From an optimization exercise on the open Yosys and OpenROAD flow, aimed at small area; shortcuts taken in it are not production practice. Only simulation tests tie the RTL to the original design; equivalence was not proved. No activity file was given, so power comes from the tool's default toggle rates.

==> design.v <==
package calc_pkg;
    typedef struct packed {
        logic on;
        logic off;
        logic mem_rc;
        logic mem_sub;
        logic mem_add;
        logic op_percent;
        logic op_sqrt;
        logic op_div;
        logic op_mul;
        logic op_sub;
        logic op_add;
        logic op_eq;
        logic dot;
        logic num_1;
        logic num_2;
        logic num_3;
        logic num_4;
        logic num_5;
        logic num_6;
        logic num_7;
        logic num_8;
        logic num_9;
        logic num_0;
    } buttons_t;
    typedef enum logic [4:0] {
        B_NONE,          
        B_ON,            
        B_OFF,           
        B_MEM_RC,        
        B_MEM_SUB,       
        B_MEM_ADD,       
        B_OP_PERCENT,    
        B_OP_SQRT,       
        B_OP_DIV,        
        B_OP_MUL,        
        B_OP_SUB,        
        B_OP_ADD,        
        B_OP_EQ,         
        B_DOT,           
        B_NUM_1,         
        B_NUM_2,         
        B_NUM_3,         
        B_NUM_4,         
        B_NUM_5,         
        B_NUM_6,         
        B_NUM_7,         
        B_NUM_8,         
        B_NUM_9,         
        B_NUM_0,         
        B_UNKNOWN        
    } active_button_t;
    function automatic logic isNumberButton(active_button_t active_button);
        isNumberButton = ((active_button >= calc_pkg::B_NUM_1) && (active_button <= calc_pkg::B_NUM_0));
    endfunction
    function automatic logic isOpButton(active_button_t active_button);
        isOpButton = ((active_button >= calc_pkg::B_OP_DIV) && (active_button <= calc_pkg::B_OP_ADD));
    endfunction
    function automatic logic isEqButton(active_button_t active_button);
        isEqButton = (active_button == calc_pkg::B_OP_EQ);
    endfunction
    function automatic logic isDotButton(active_button_t active_button);
        isDotButton = (active_button == calc_pkg::B_DOT);
    endfunction
    typedef logic [3:0] bcd_t;
    function automatic logic [6:0] bcd2segments(bcd_t bcd);
        unique case (bcd)
            4'd0: bcd2segments = 7'b1111110;
            4'd1: bcd2segments = 7'b0110000;
            4'd2: bcd2segments = 7'b1101101;
            4'd3: bcd2segments = 7'b1111001;
            4'd4: bcd2segments = 7'b0110011;
            4'd5: bcd2segments = 7'b1011011;
            4'd6: bcd2segments = 7'b1011111;
            4'd7: bcd2segments = 7'b1110000;
            4'd8: bcd2segments = 7'b1111111;
            4'd9: bcd2segments = 7'b1111011;
            default: bcd2segments = 7'bxxxxxxx;
        endcase
    endfunction
    typedef enum logic [1:0] {
        OP_NONE,
        OP_ADD,
        OP_MUL,
        OP_DIV
    } op_t;
    function automatic op_t button2op(active_button_t active_button);
        unique case (active_button)
            calc_pkg::B_OP_DIV: button2op = calc_pkg::OP_DIV;
            calc_pkg::B_OP_MUL: button2op = calc_pkg::OP_MUL;
            calc_pkg::B_OP_SUB: button2op = calc_pkg::OP_ADD;
            calc_pkg::B_OP_ADD: button2op = calc_pkg::OP_ADD;
            default: button2op = calc_pkg::OP_NONE;
        endcase
    endfunction
    function automatic bcd_t button2bcd(active_button_t active_button);
        unique case (active_button)
            calc_pkg::B_NUM_1: button2bcd = 1;
            calc_pkg::B_NUM_2: button2bcd = 2;
            calc_pkg::B_NUM_3: button2bcd = 3;
            calc_pkg::B_NUM_4: button2bcd = 4;
            calc_pkg::B_NUM_5: button2bcd = 5;
            calc_pkg::B_NUM_6: button2bcd = 6;
            calc_pkg::B_NUM_7: button2bcd = 7;
            calc_pkg::B_NUM_8: button2bcd = 8;
            calc_pkg::B_NUM_9: button2bcd = 9;
            calc_pkg::B_NUM_0: button2bcd = 0;
            default: button2bcd = 0;
        endcase
    endfunction
    parameter NumDigits = 8;
    typedef logic unsigned [$clog2(NumDigits)-1:0] exponent_t;
    typedef struct packed {
        logic error;
        logic sign;
        exponent_t exponent;
        bcd_t [NumDigits-1:0] significand;
    } num_t;
    function automatic num_t neg(num_t num);
        neg = num;
        neg.sign = !num.sign;
    endfunction
endpackage
module alu_add (
    input   logic           clk_i,
    input   logic           rst_i,
    input   calc_pkg::num_t left_i,
    input   calc_pkg::num_t right_i,
    output  logic           in_ready_o,
    input   logic           in_valid_i,
    output  calc_pkg::num_t result_o,
    input   logic           out_ready_i,
    output  logic           out_valid_o
);
typedef enum logic [1:0] {
    S_IDLE,
    S_NORMALIZE,
    S_ADD,
    S_RENORMALIZE
} state_t;
state_t state_d, state_q;
logic [$clog2(calc_pkg::NumDigits):0] counter_d, counter_q;
logic in_ready_d, in_ready_q;
logic out_valid_d, out_valid_q;
assign out_valid_o = out_valid_q;
assign in_ready_o = in_ready_q;
calc_pkg::num_t left_d, left_q;
calc_pkg::num_t right_d, right_q;
calc_pkg::num_t result_d, result_q;
calc_pkg::bcd_t result_extra_d, result_extra_q;
logic carryborrow_d, carryborrow_q;
assign result_o = out_valid_q ? result_q : '0;
logic [4:0] nibble_sum;
always_comb begin
    nibble_sum = 'x;
    carryborrow_d = carryborrow_q;
    if (state_q != S_ADD) begin
        carryborrow_d = 0;
    end else if (left_q.sign == right_q.sign) begin
        nibble_sum =
            left_q.significand[counter_q]
            + right_q.significand[counter_q]
            + 4'(carryborrow_q);
        if (nibble_sum >= 10) begin
            nibble_sum += 6;
        end
        carryborrow_d = nibble_sum[4];
    end else begin
        if (left_q.significand > right_q.significand) begin
            nibble_sum =
                6'(left_q.significand[counter_q])
                - 6'(right_q.significand[counter_q])
                - 6'(carryborrow_q);
        end else begin
            nibble_sum =
                6'(right_q.significand[counter_q])
                - 6'(left_q.significand[counter_q])
                - 6'(carryborrow_q);
        end
        carryborrow_d = nibble_sum[4];
        if ($signed(nibble_sum) < 0) begin
            nibble_sum += 10;
        end
    end
end
always_comb begin
    state_d = state_q;
    out_valid_d = out_valid_q;
    in_ready_d = in_ready_q;
    counter_d = counter_q;
    left_d = left_q;
    right_d = right_q;
    result_d = result_q;
    result_extra_d = result_extra_q;
    unique case (state_q)
        S_IDLE: begin
            result_d = '0;
            if (in_valid_i) begin
                left_d = left_i;
                right_d = right_i;
                state_d = S_NORMALIZE;
                in_ready_d = 0;
            end
        end
        S_NORMALIZE: begin
            if (left_q.exponent < right_q.exponent) begin
                left_d.significand = (left_q.significand >> 4);
                left_d.exponent++;
            end else if (left_q.exponent > right_q.exponent) begin
                right_d.significand = (right_q.significand >> 4);
                right_d.exponent++;
            end else begin
                state_d = S_ADD;
                counter_d = 0;
            end
        end
        S_ADD: begin
            result_d.exponent = left_q.exponent;
            if (left_q.sign == right_q.sign) begin
                result_extra_d = carryborrow_d;
            end
            if (left_q.significand > right_q.significand) begin
                result_d.sign = left_q.sign;
            end else begin
                result_d.sign = right_q.sign;
            end
            result_d.significand[counter_q] = 4'(nibble_sum);
            counter_d++;
            if (counter_d == calc_pkg::NumDigits) begin
                state_d = S_RENORMALIZE;
            end
        end
        S_RENORMALIZE: begin
            if (result_extra_q != '0) begin  
                result_extra_d = '0;
                result_d.significand = ({result_extra_q, result_q.significand} >> 4);
                result_d.exponent++;
                if (result_d.exponent == 0)
                    result_d.error = 1;
            end else if ((result_q.exponent != 0) && (result_q.significand[calc_pkg::NumDigits-1] == 0)) begin  
                result_d.significand = (result_q.significand << 4);
                result_d.exponent--;
            end else begin  
                out_valid_d = 1;
                in_ready_d = 1;
                if (result_d.significand == 0)
                    result_d.sign = 0;
                if (out_valid_q && out_ready_i) begin
                    state_d = S_IDLE;
                    out_valid_d = 0;
                    result_d = '0;
                end
            end
        end
    endcase
end
always_ff @(posedge clk_i) begin
    if (rst_i) begin
        state_q <= S_IDLE;
        out_valid_q <= 0;
        in_ready_q <= 1;
        counter_q <= '0;
        left_q <= '0;
        right_q <= '0;
        result_q <= '0;
        result_extra_q <= '0;
        carryborrow_q <= 0;
    end else begin
        state_q <= state_d;
        out_valid_q <= out_valid_d;
        in_ready_q <= in_ready_d;
        counter_q <= counter_d;
        left_q <= left_d;
        right_q <= right_d;
        result_q <= result_d;
        result_extra_q <= result_extra_d;
        carryborrow_q <= carryborrow_d;
    end
end
endmodule
module alu (
    input   logic           clk_i,
    input   logic           rst_i,
    input   calc_pkg::num_t left_i,
    input   calc_pkg::num_t right_i,
    input   calc_pkg::op_t  op_i,
    output  logic           in_ready_o,
    input   logic           in_valid_i,
    output  calc_pkg::num_t result_o,
    input   logic           out_ready_i,
    output  logic           out_valid_o
);
typedef enum logic {
    S_IDLE,
    S_BUSY
} state_t;
state_t state_d, state_q;
logic           add_in_ready;
logic           add_in_valid;
calc_pkg::num_t add_result;
logic           add_out_valid;
assign in_ready_o = add_in_ready;
assign out_valid_o = add_out_valid;
always_comb begin
    add_in_valid = 0;
    state_d = state_q;
    unique case (state_q)
        S_IDLE: begin
            if (in_valid_i) begin
                unique case (op_i)
                    calc_pkg::OP_NONE: ;
                    calc_pkg::OP_ADD: add_in_valid = 1;
                    default: ;
                endcase
                state_d = S_BUSY;
            end
        end
        S_BUSY: begin
            if (out_valid_o)
                state_d = S_IDLE;
        end
    endcase
end
assign result_o = add_result;
alu_add alu_add (
    .clk_i,
    .rst_i,
    .left_i,
    .right_i,
    .in_ready_o(add_in_ready),
    .in_valid_i(add_in_valid),
    .result_o(add_result),
    .out_ready_i(out_ready_i),
    .out_valid_o(add_out_valid)
);
always_ff @(posedge clk_i) begin
    if (rst_i) begin
        state_q <= S_IDLE;
    end else begin
        state_q <= state_d;
    end
end
endmodule
module num_register (
    input   logic           clk_i,
    input   logic           rst_i,
    input   logic           we_i,
    input   calc_pkg::num_t wdata_i,
    output  calc_pkg::num_t rdata_o
);
always_ff @(posedge clk_i) begin
    if (rst_i) begin
        rdata_o <= '0;
    end else if (we_i) begin
        rdata_o <= wdata_i;
    end
end
endmodule
module sanitize_buttons (
    input   logic                       clk_i,
    input   logic                       rst_i,
    input   calc_pkg::buttons_t         buttons_i,
    output  logic                       new_input_o,
    output  calc_pkg::active_button_t   active_button_o
);
calc_pkg::buttons_t buttons_pressed_d, buttons_pressed_q;
assign buttons_pressed_d = buttons_i;
logic button_held_d, button_held_q;
assign button_held_d = ((buttons_i != '0) && (buttons_pressed_q != '0));
always_comb begin
    new_input_o = 0;
    active_button_o = calc_pkg::B_NONE;
    if (!button_held_q) begin
        priority case (1)
            buttons_pressed_q.on:           active_button_o = calc_pkg::B_ON;
            buttons_pressed_q.off:          active_button_o = calc_pkg::B_OFF;
            buttons_pressed_q.mem_rc:       active_button_o = calc_pkg::B_MEM_RC;
            buttons_pressed_q.mem_sub:      active_button_o = calc_pkg::B_MEM_SUB;
            buttons_pressed_q.mem_add:      active_button_o = calc_pkg::B_MEM_ADD;
            buttons_pressed_q.op_percent:   active_button_o = calc_pkg::B_OP_PERCENT;
            buttons_pressed_q.op_sqrt:      active_button_o = calc_pkg::B_OP_SQRT;
            buttons_pressed_q.op_div:       active_button_o = calc_pkg::B_OP_DIV;
            buttons_pressed_q.op_mul:       active_button_o = calc_pkg::B_OP_MUL;
            buttons_pressed_q.op_sub:       active_button_o = calc_pkg::B_OP_SUB;
            buttons_pressed_q.op_add:       active_button_o = calc_pkg::B_OP_ADD;
            buttons_pressed_q.op_eq:        active_button_o = calc_pkg::B_OP_EQ;
            buttons_pressed_q.dot:          active_button_o = calc_pkg::B_DOT;
            buttons_pressed_q.num_1:        active_button_o = calc_pkg::B_NUM_1;
            buttons_pressed_q.num_2:        active_button_o = calc_pkg::B_NUM_2;
            buttons_pressed_q.num_3:        active_button_o = calc_pkg::B_NUM_3;
            buttons_pressed_q.num_4:        active_button_o = calc_pkg::B_NUM_4;
            buttons_pressed_q.num_5:        active_button_o = calc_pkg::B_NUM_5;
            buttons_pressed_q.num_6:        active_button_o = calc_pkg::B_NUM_6;
            buttons_pressed_q.num_7:        active_button_o = calc_pkg::B_NUM_7;
            buttons_pressed_q.num_8:        active_button_o = calc_pkg::B_NUM_8;
            buttons_pressed_q.num_9:        active_button_o = calc_pkg::B_NUM_9;
            buttons_pressed_q.num_0:        active_button_o = calc_pkg::B_NUM_0;
            default:                        active_button_o = calc_pkg::B_NONE;
        endcase
        new_input_o = (active_button_o != calc_pkg::B_NONE);
    end
end
always_ff @(posedge clk_i) begin
    if (rst_i) begin
        buttons_pressed_q <= '0;
        button_held_q <= 0;
    end else begin
        buttons_pressed_q <= buttons_pressed_d;
        button_held_q <= button_held_d;
    end
end
endmodule
module controller (
    input   logic                       clk_i,
    input   logic                       rst_i,
    input   calc_pkg::active_button_t   active_button_i,
    input   logic                       new_input_i,
    output  logic                       override_shift_amount_o,
    output  logic [2:0]                 new_shift_amount_o,
    output  logic                       display_we_o,
    output  calc_pkg::num_t             display_wdata_o,
    input   calc_pkg::num_t             display_rdata_i,
    output  logic                       upper_we_o,
    output  calc_pkg::num_t             upper_wdata_o,
    input   calc_pkg::num_t             upper_rdata_i,
    output  calc_pkg::num_t             alu_left_o,
    output  calc_pkg::num_t             alu_right_o,
    output  calc_pkg::op_t              alu_op_o,
    input   logic                       alu_in_ready_i,
    output  logic                       alu_in_valid_o,
    input   calc_pkg::num_t             alu_result_i,
    output  logic                       alu_out_ready_o,
    input   logic                       alu_out_valid_i
);
logic                                   dot_recieved_d, dot_recieved_q;
logic                                   minus_recieved_d, minus_recieved_q;
logic                                   op_pending_d, op_pending_q;
logic [$clog2(calc_pkg::NumDigits):0]   display_counter_d, display_counter_q;
calc_pkg::op_t                          last_op_d, last_op_q;
logic [$clog2(calc_pkg::NumDigits):0] display_write_index;
assign display_write_index = calc_pkg::NumDigits-1 - display_counter_q;
logic new_number;
assign new_number = (display_counter_q == 0);
calc_pkg::op_t alu_op_d, alu_op_q;
assign alu_left_o = upper_rdata_i;
assign alu_right_o = display_rdata_i;
assign alu_op_o = alu_op_q;
logic alu_out_ready_d, alu_out_ready_q;
assign alu_out_ready_o = alu_out_ready_q;
logic alu_in_valid_d, alu_in_valid_q;
assign alu_in_valid_o = alu_in_valid_q;
typedef enum logic [1:0] {
    S_WAIT_FOR_INPUT,
    S_HANDLE_OP,
    S_HANDLE_EQ
} state_t;
state_t state_d, state_q;
assign override_shift_amount_o = (!new_number);
assign new_shift_amount_o = (calc_pkg::NumDigits - display_counter_q);
always_comb begin
    op_pending_d = op_pending_q;
    last_op_d = last_op_q;
    alu_op_d = alu_op_q;
    display_counter_d = display_counter_q;
    dot_recieved_d = dot_recieved_q;
    minus_recieved_d = minus_recieved_q;
    display_wdata_o = 'x;
    display_we_o = 0;
    upper_wdata_o = 'x;
    upper_we_o = 0;
    alu_out_ready_d = alu_out_ready_q;
    alu_in_valid_d = alu_in_valid_q;
    state_d = state_q;
    if ((state_q == S_HANDLE_OP) || (state_q == S_HANDLE_EQ)) begin
        if (alu_in_valid_q && alu_in_ready_i) begin  
            alu_in_valid_d = 0;
            alu_out_ready_d = 1;
        end
        if (alu_out_ready_q && alu_out_valid_i) begin  
            alu_out_ready_d = 0;
            state_d = S_WAIT_FOR_INPUT;
            if (op_pending_q) begin
                upper_wdata_o = display_rdata_i;
                upper_we_o = 1;
            end
            if (state_q == S_HANDLE_OP) begin
                op_pending_d = 1;
                last_op_d = alu_op_q;
                if (op_pending_q) begin
                    display_wdata_o = alu_result_i;
                    display_we_o = 1;
                end
            end else if (state_q == S_HANDLE_EQ) begin
                op_pending_d = 0;
                display_wdata_o = alu_result_i;
                display_we_o = 1;
            end
        end
    end else if (new_input_i) begin
        if (active_button_i == calc_pkg::B_ON) begin
            display_wdata_o = '0;
            display_we_o = 1;
            upper_wdata_o = '0;
            upper_we_o = 1;
            display_counter_d = '0;
            last_op_d = calc_pkg::OP_ADD;
            dot_recieved_d = 0;
            minus_recieved_d = 0;
            op_pending_d = 0;
        end else if (display_rdata_i.error) begin
        end else if (
            calc_pkg::isNumberButton(active_button_i)  
            && (display_counter_q < calc_pkg::NumDigits)  
        ) begin
            if (new_number) begin
                display_wdata_o = '0;
            end else begin
                display_wdata_o = display_rdata_i;
                if (!dot_recieved_q)
                    display_wdata_o.exponent++;
            end
            display_wdata_o.significand[display_write_index] = calc_pkg::button2bcd(active_button_i);
            display_we_o = 1;
            if (!((new_number) && (active_button_i == calc_pkg::B_NUM_0)))  
                display_counter_d++;
            if (op_pending_q) begin
                upper_wdata_o = display_rdata_i;
                upper_we_o = 1;
            end
        end else if (calc_pkg::isDotButton(active_button_i) && (!dot_recieved_q)) begin
            if (new_number) begin
                display_counter_d++;
                display_wdata_o = '0;
                display_wdata_o.exponent = 0;
            end else begin
                display_wdata_o = display_rdata_i;
                display_wdata_o.exponent = display_counter_q-1;
            end
            display_we_o = 1;
            dot_recieved_d = 1;
        end else if (calc_pkg::isOpButton(active_button_i)) begin
            alu_op_d = calc_pkg::button2op(active_button_i);
            alu_in_valid_d = 1;
            display_counter_d = '0;
            dot_recieved_d = 0;
            state_d = S_HANDLE_OP;
            display_wdata_o = display_rdata_i;
            display_wdata_o.sign ^= minus_recieved_q;
            display_we_o = 1;
            minus_recieved_d = (active_button_i == calc_pkg::B_OP_SUB);
        end else if (calc_pkg::isEqButton(active_button_i)) begin
            alu_op_d = last_op_q;
            alu_in_valid_d = 1;
            display_counter_d = '0;
            dot_recieved_d = 0;
            state_d = S_HANDLE_EQ;
            display_wdata_o = display_rdata_i;
            display_wdata_o.sign ^= minus_recieved_q;
            display_we_o = 1;
            minus_recieved_d = 0;
        end
    end
end
always_ff @(posedge clk_i) begin
    if (rst_i) begin
        display_counter_q <= '0;
        last_op_q <= calc_pkg::OP_ADD;
        dot_recieved_q <= 0;
        minus_recieved_q <= 0;
        op_pending_q <= 0;
        alu_out_ready_q <= 0;
        state_q <= S_WAIT_FOR_INPUT;
        alu_op_q <= calc_pkg::OP_ADD;
        alu_in_valid_q <= 0;
    end else begin
        display_counter_q <= display_counter_d;
        last_op_q <= last_op_d;
        dot_recieved_q <= dot_recieved_d;
        minus_recieved_q <= minus_recieved_d;
        op_pending_q <= op_pending_d;
        alu_out_ready_q <= alu_out_ready_d;
        state_q <= state_d;
        alu_op_q <= alu_op_d;
        alu_in_valid_q <= alu_in_valid_d;
    end
end
endmodule
module screen_driver (
    input   logic                                   clk_i,
    input   logic                                   rst_i,
    input   calc_pkg::num_t                         num_i,
    input   logic                                   override_shift_amount_i,
    input   logic [2:0]                             new_shift_amount_i,
    output  logic [calc_pkg::NumDigits-1:0][7:0]    display_segments_o,
    output  logic [7:0]                             segments_cathode_o,
    output  logic [calc_pkg::NumDigits-1:0]         segments_anode_o
);
logic [2:0] shift_amount;
logic [2:0] num_fractional_digits;
assign num_fractional_digits = (calc_pkg::NumDigits-1 - num_i.exponent);
logic [2:0] num_decimal_places;
assign num_decimal_places = (num_fractional_digits - shift_amount);
always_comb begin : set_shift_amount
    if (override_shift_amount_i) begin
        shift_amount = new_shift_amount_i;
    end else begin
        shift_amount = num_fractional_digits;
        for (integer i = calc_pkg::NumDigits-1; i >= 0; i--) begin
            if ((num_i.significand[i] != 0) && (i < num_fractional_digits))
                shift_amount = i;
        end
    end
end
always_comb begin : set_display_segments
    display_segments_o = '0;
    for (integer i = 0; i < calc_pkg::NumDigits; i++) begin
        if (calc_pkg::NumDigits-1 - i >= shift_amount)
            display_segments_o[i] = calc_pkg::bcd2segments(num_i.significand[i+shift_amount]);
    end
    display_segments_o[num_decimal_places][7] = 1;
end
logic [$clog2(calc_pkg::NumDigits)-1:0] segments_counter_d, segments_counter_q;
logic [calc_pkg::NumDigits-1:0]         segments_anode_d, segments_anode_q;
assign segments_cathode_o = ~display_segments_o[segments_counter_q];
assign segments_anode_o = (rst_i ? '1 : segments_anode_q);
always_comb begin
    segments_anode_d = {segments_anode_q, segments_anode_q[calc_pkg::NumDigits-1]};
end
always_comb begin
    segments_counter_d = (segments_counter_q + 1);
    if (segments_counter_d == calc_pkg::NumDigits)
        segments_counter_d = 0;
end
always_ff @(posedge clk_i) begin
    if (rst_i) begin
        segments_counter_q <= 0;
        segments_anode_q <= ~1;
    end else begin
        segments_counter_q <= segments_counter_d;
        segments_anode_q <= segments_anode_d;
    end
end
endmodule
module calculator (
    input   logic                                   clk_i,
    input   logic                                   rst_i,
    input   logic [22:0]                            buttons_i,
    output  logic [63:0]                            display_segments_o,
    output  logic [36:0]                            display_o,
    output  logic [7:0]                             segments_cathode_o,
    output  logic [7:0]                             segments_anode_o
);
calc_pkg::buttons_t                         buttons;
logic [calc_pkg::NumDigits-1:0][7:0]        display_segments;
assign buttons = buttons_i;
assign display_segments_o = display_segments;
calc_pkg::active_button_t   active_button;
logic                       new_input;
logic           override_shift_amount;
logic [2:0]     new_shift_amount;
logic           display_we;
calc_pkg::num_t display_wdata;
calc_pkg::num_t display_rdata;
assign display_o = display_rdata;
logic           upper_we;
calc_pkg::num_t upper_wdata;
calc_pkg::num_t upper_rdata;
calc_pkg::num_t alu_left;
calc_pkg::num_t alu_right;
calc_pkg::op_t  alu_op;
logic alu_in_ready;
logic alu_in_valid;
calc_pkg::num_t alu_result;
logic alu_out_ready;
logic alu_out_valid;
sanitize_buttons sanitize_buttons (
    .clk_i,
    .rst_i,
    .buttons_i(buttons),
    .new_input_o(new_input),
    .active_button_o(active_button)
);
num_register display (
    .clk_i,
    .rst_i,
    .we_i(display_we),
    .wdata_i(display_wdata),
    .rdata_o(display_rdata)
);
controller controller (
    .clk_i,
    .rst_i,
    .active_button_i(active_button),
    .new_input_i(new_input),
    .override_shift_amount_o(override_shift_amount),
    .new_shift_amount_o(new_shift_amount),
    .display_we_o(display_we),
    .display_wdata_o(display_wdata),
    .display_rdata_i(display_rdata),
    .upper_we_o(upper_we),
    .upper_wdata_o(upper_wdata),
    .upper_rdata_i(upper_rdata),
    .alu_left_o(alu_left),
    .alu_right_o(alu_right),
    .alu_op_o(alu_op),
    .alu_in_ready_i(alu_in_ready),
    .alu_in_valid_o(alu_in_valid),
    .alu_result_i(alu_result),
    .alu_out_ready_o(alu_out_ready),
    .alu_out_valid_i(alu_out_valid)
);
num_register upper (
    .clk_i,
    .rst_i,
    .we_i(upper_we),
    .wdata_i(upper_wdata),
    .rdata_o(upper_rdata)
);
alu alu (
    .clk_i,
    .rst_i,
    .left_i(alu_left),
    .right_i(alu_right),
    .op_i(alu_op),
    .in_ready_o(alu_in_ready),
    .in_valid_i(alu_in_valid),
    .result_o(alu_result),
    .out_ready_i(alu_out_ready),
    .out_valid_o(alu_out_valid)
);
screen_driver screen_driver (
    .clk_i,
    .rst_i,
    .num_i(display_rdata),
    .override_shift_amount_i(override_shift_amount),
    .new_shift_amount_i(new_shift_amount),
    .display_segments_o(display_segments),
    .segments_cathode_o(segments_cathode_o),
    .segments_anode_o(segments_anode_o)
);
endmodule
==> run.sh <==
#!/bin/bash
# synth_recipe.tcl (not shown) runs the flow's synth.tcl, then flattens the netlist and writes it again
# the make line also repeats each setting of config.mk as NAME=value (left out here)
make -C /OpenROAD-flow-scripts/flow DESIGN_CONFIG=/design/flow/config.mk WORK_HOME=/design/flow/orfs CLKGATE_MAP_FILE= SYNTH_SCRIPT=/design/flow/synth_recipe.tcl finish
==> config.mk <==
export PLATFORM = sky130hd
export DESIGN_NAME = calculator
export DESIGN_NICKNAME = calculator
export VERILOG_FILES = /design/flow/design.v
export SDC_FILE = /design/flow/constraint.sdc
export NUM_CORES = 4
export LEC_CHECK = 0
export CAP_MARGIN = 20
export CORE_MARGIN = 2
export CORE_UTILIZATION = 40
export SLEW_MARGIN = 20
==> constraint.sdc <==
create_clock -name core_clock -period 10.0 [get_ports {clk_i}]
set_input_delay 2.0000 -clock core_clock [delete_from_list [all_inputs] [get_ports {clk_i}]]
set_output_delay 2.0000 -clock core_clock [all_outputs]
set_load 0.01 [all_outputs]
==> run notes <==
run status timing/DRC/antenna clean; max-capacitance violation count 0; # IOs 142; count of distinct cell types in the synthesized netlist 102; clock insertion delay at the later pin of the skew report 0.57 ns; start-to-end type of the worst setup path flop to output port; total number of placement rows 76; number of vias per cell after detailed routing 6.01; total vias in the final route 16.7k; leading cell type in the layout, fill and taps excluded sky130_fd_sc_hd__nor2_1; leakage component of the power 7.38 nW; Seq cells post-synth 243; antenna violations before repair 0; maximum vdd ir drop 0.259 mV; final antenna-violating net count 0; placed cell areas 19100 um^2; Post-CTS Setup Bufs 0; final critical delay including setup and external delays 8.84 ns; final setup violating endpoints 0; element type at the critical path start flop; type of the worst min-delay path flop to flop; vias in the first global route 16.1k; proportion of netlist area held by the largest area contributor 28.1%; average instance area after synthesis 8.14 um^2; RSZ-0062 raised after global routing no; final-report hold violation count 0; fraction of met2 tracks used by global routing 42.7%; Starting Density 40.4%; internal power 3.24 mW; post-synth top area cell sky130_fd_sc_hd__dfxtp_1; final design area excluding fillers 20100 um^2; number of inserted diodes 0; clock transition time at the flip-flop clock pins of the worst setup and hold paths 0.06 ns; GP Congestion 0.897; sum of routed wire length over all layers 60200 um; Fin Setup TNS 0 ns; most area-consuming cells after synthesis sky130_fd_sc_hd__dfxtp_1 28%, sky130_fd_sc_hd__ha_1 8.9%, sky130_fd_sc_hd__mux2i_1 6.1%; Seq/Total Area, Yosys 28.1%; M3 GR Usage 4.48%; share of the core filled with cells 46.8%; post-synthesis instance area 17300 um^2; number of nets in the finished design 2331; Clock Sink Count 243; final routed DRC violation total 0; number of warnings printed during yosys synthesis 6; combined flip-flop and latch cell area 4860 um^2; Max Root-Sink Buffers 3; vertical die dimension 212 um; transition time at the pin with the least slew margin 1.13 ns; width of the die 212 um; number of levels the H-tree was split into 1; share of flip-flops with an asynchronous set or reset after synthesis 0%; switching power total 2.73 mW; floorplan die area 45000 um^2; quantity of hold-fixing buffers added after cts 0; routing usage on met1 35.6%; sequential fraction of design power 21.4%; drt first pass iters 13; TritonCTS clock tree yes; WL per Instance 21.6 um; number of enable flip-flop cells after synthesis 0; highest net fanout along the worst path 31; f_max 0.113 GHz; post-cts repair resize count 0; first-pass GRT wire length 93400 um; data arrival time of the critical path 6.84 ns; routing layer with the top usage in global route met2; HPWL after detailed placement 43000 um; Filler Cell Count 4189; residual overflow from global routing 0; synthesized netlist net count 2281; combinational share of power 60.9%; clock network power share 17.7%; core area 42900 um^2; share of final-layout standard cells stronger than drive strength 1 7.83%; most frequent cells in the layout 247 x sky130_fd_sc_hd__nor2_1, 243 x sky130_fd_sc_hd__dfxtp_1, 150 x sky130_fd_sc_hd__a21oi_1; synthesized instance count 2126; max-slew violation count 0; Inserted Clock Buffers 28; ys flop type sky130_fd_sc_hd__dfxtp_1; combined area of the multi-input logic cells 11500 um^2; final worst clock skew 0.0306 ns; fraction of power spent switching nets 45.7%; area growth from synthesis to layout 15.9%; required time at the worst-slack endpoint 8.00 ns; P per Cell Area 298 nW/um^2; nature of the critical path endpoint output port; final clock period utilization by the worst path 88.4%; number of DRC markers in iteration 0 1666; Clock Tree Root sky130_fd_sc_hd__clkbuf_16; Buffers on Ports 141; overall track demand over capacity in global routing 26.3%; Worst slew margin 24.4%; maximum number of pins on one net before global-route repair 94
[critical path, stage by stage, from the launching register on]
cell,delay (ns)
sky130_fd_sc_hd__dfxtp_1,0.37
sky130_fd_sc_hd__inv_1,0.13
sky130_fd_sc_hd__ha_1,0.25
sky130_fd_sc_hd__or3b_1,0.84
sky130_fd_sc_hd__a221oi_2,0.58
sky130_fd_sc_hd__or2_1,0.74
sky130_fd_sc_hd__inv_1,0.50
sky130_fd_sc_hd__nor2_1,0.40
sky130_fd_sc_hd__nand2_1,0.23
sky130_fd_sc_hd__o221ai_2,0.40
sky130_fd_sc_hd__inv_1,0.14
sky130_fd_sc_hd__ha_1,0.34
sky130_fd_sc_hd__o21ai_0,0.26
sky130_fd_sc_hd__a21bo_1,0.16
sky130_fd_sc_hd__o2111ai_1,0.11
sky130_fd_sc_hd__a221oi_1,0.25
sky130_fd_sc_hd__clkdlybuf4s50_1,0.59
[logic make-up after synthesis]
logic type	Yosys count	synth area share, %
simple gates	691	19.3
mux	141	9.66
fa+ha+maj	130	9.70
flops	243	28.1
xor+xnor	25	1.26
compound gates	627	25.7
buf+inv	269	6.23
[cell type report]
| class | instances | share of cell area (%) |
|---|---|---|
| timing repair buffer | 165 | 7.94 |
| tap | 585 | 3.65 |
| inverter | 124 | 2.33 |
| multi-input combinational | 1614 | 57.1 |
| clock inverter | 14 | 0.842 |
| clock buffer | 37 | 3.91 |
| sequential | 243 | 24.2 |
[cell usage after synthesis (19+ instances only)]
library cell and number:
sky130_fd_sc_hd__nor2_1 247, sky130_fd_sc_hd__dfxtp_1 243, sky130_fd_sc_hd__a21oi_1 152, sky130_fd_sc_hd__nand2_1 143
sky130_fd_sc_hd__ha_1 123, sky130_fd_sc_hd__inv_1 118, sky130_fd_sc_hd__clkbuf_1 117, sky130_fd_sc_hd__a211oi_1 115
sky130_fd_sc_hd__mux2i_1 105, sky130_fd_sc_hd__o21ai_0 70, sky130_fd_sc_hd__nand3_1 67, sky130_fd_sc_hd__nor2b_1 43
sky130_fd_sc_hd__a22oi_1 39, sky130_fd_sc_hd__a22o_1 37, sky130_fd_sc_hd__nor3_1 35, sky130_fd_sc_hd__a222oi_1 26
sky130_fd_sc_hd__or2_2 26, sky130_fd_sc_hd__nand2b_1 24, sky130_fd_sc_hd__a21o_1 20, sky130_fd_sc_hd__nor4_1 20
sky130_fd_sc_hd__mux4_2 19
[worst paths after layout]
path,startpoint,depth (start not counted),to,slack (ns)
worst max-delay path,controller.display_counter_q[0],16,segments_cathode_o[3],1.16
worst min-delay path,screen_driver.segments_anode_q[6],1,screen_driver.segments_anode_q[7],0.44
worst max register to register,alu.alu_add.counter_q[0],19,alu.alu_add.result_q[26],4.70
worst min register to register,screen_driver.segments_anode_q[6],1,screen_driver.segments_anode_q[7],0.44
[sequential cells by signal, indices dropped and copies added (netlist names), 2 cells and up]
signal and cells:
controller.last_op_q 2, display.rdata_o 37, upper.rdata_o 36, screen_driver.segments_counter_q 3, controller.state_q 2, alu.alu_add.state_q 2
controller.alu_op_q 2, alu.alu_add.left_q 36, alu.alu_add.right_q 36, controller.display_counter_q 4, alu.alu_add.counter_q 4, sanitize_buttons.buttons_pressed_q 23
alu.alu_add.result_q 37, screen_driver.segments_anode_q 8
[power groups by stage]
stage	logic, mW	clock network (mW)	registers [mW]
floorplan	2.34	0	1.21
global placement	3.55	0	1.29
detailed placement	3.58	0	1.30
CTS	3.61	1.07	1.27
global route	3.96	1.11	1.30
finish	3.63	1.06	1.28
[stage by stage]
| step | power [mW] | worst slack [ns] | instances | hold WS (ns) |
|---|---|---|---|---|
| 6_report | 5.97 | 1.16 | 2782 | 0.436 |
| 5_1_grt | 6.37 | 0.778 | 2782 | 0.451 |
| 4_1_cts | 5.96 | 1.31 | 2782 | 0.439 |
| 3_5_place_dp | 4.88 | 1.91 | 2731 | 0.418 |
| 3_3_place_gp | 4.85 | 2.21 | 2731 | 0.417 |
| 2_1_floorplan | 3.55 | 4.02 | 2126 | 0.405 |
[metal layers]
metal  up-vias  share of wire [%]
met4         0                2.9
li1       7920                  -
met2       690                 46
met5         -                  0
met3       116                7.5
met1      8006                 44

[port drivers added, routing unchanged]
No port has a modelled driver above. Below, the same layout with a new extraction and two added sets of constraints. Step 1 assumes that a clkbuf_16 drives the clock port and a buf_2 every other input. Step 2 times the ports against the registers' clock, not the clock port: input delays grow and output delays shrink by t, the midpoint of the rising clock arrivals with the driver on. a / b / c = no drivers / after step 1 / after step 2; a / b = the first two.
shift t [ns]: 0.618
slack for setup (ns): 1.161 / 1.101 / 1.719
hold WS [ns]: 0.436 / 0.436 / 0.436
After both steps this run still meets setup and hold. The setup slack of this run moves by -0.060 ns with the drivers and by +0.558 ns with both steps.
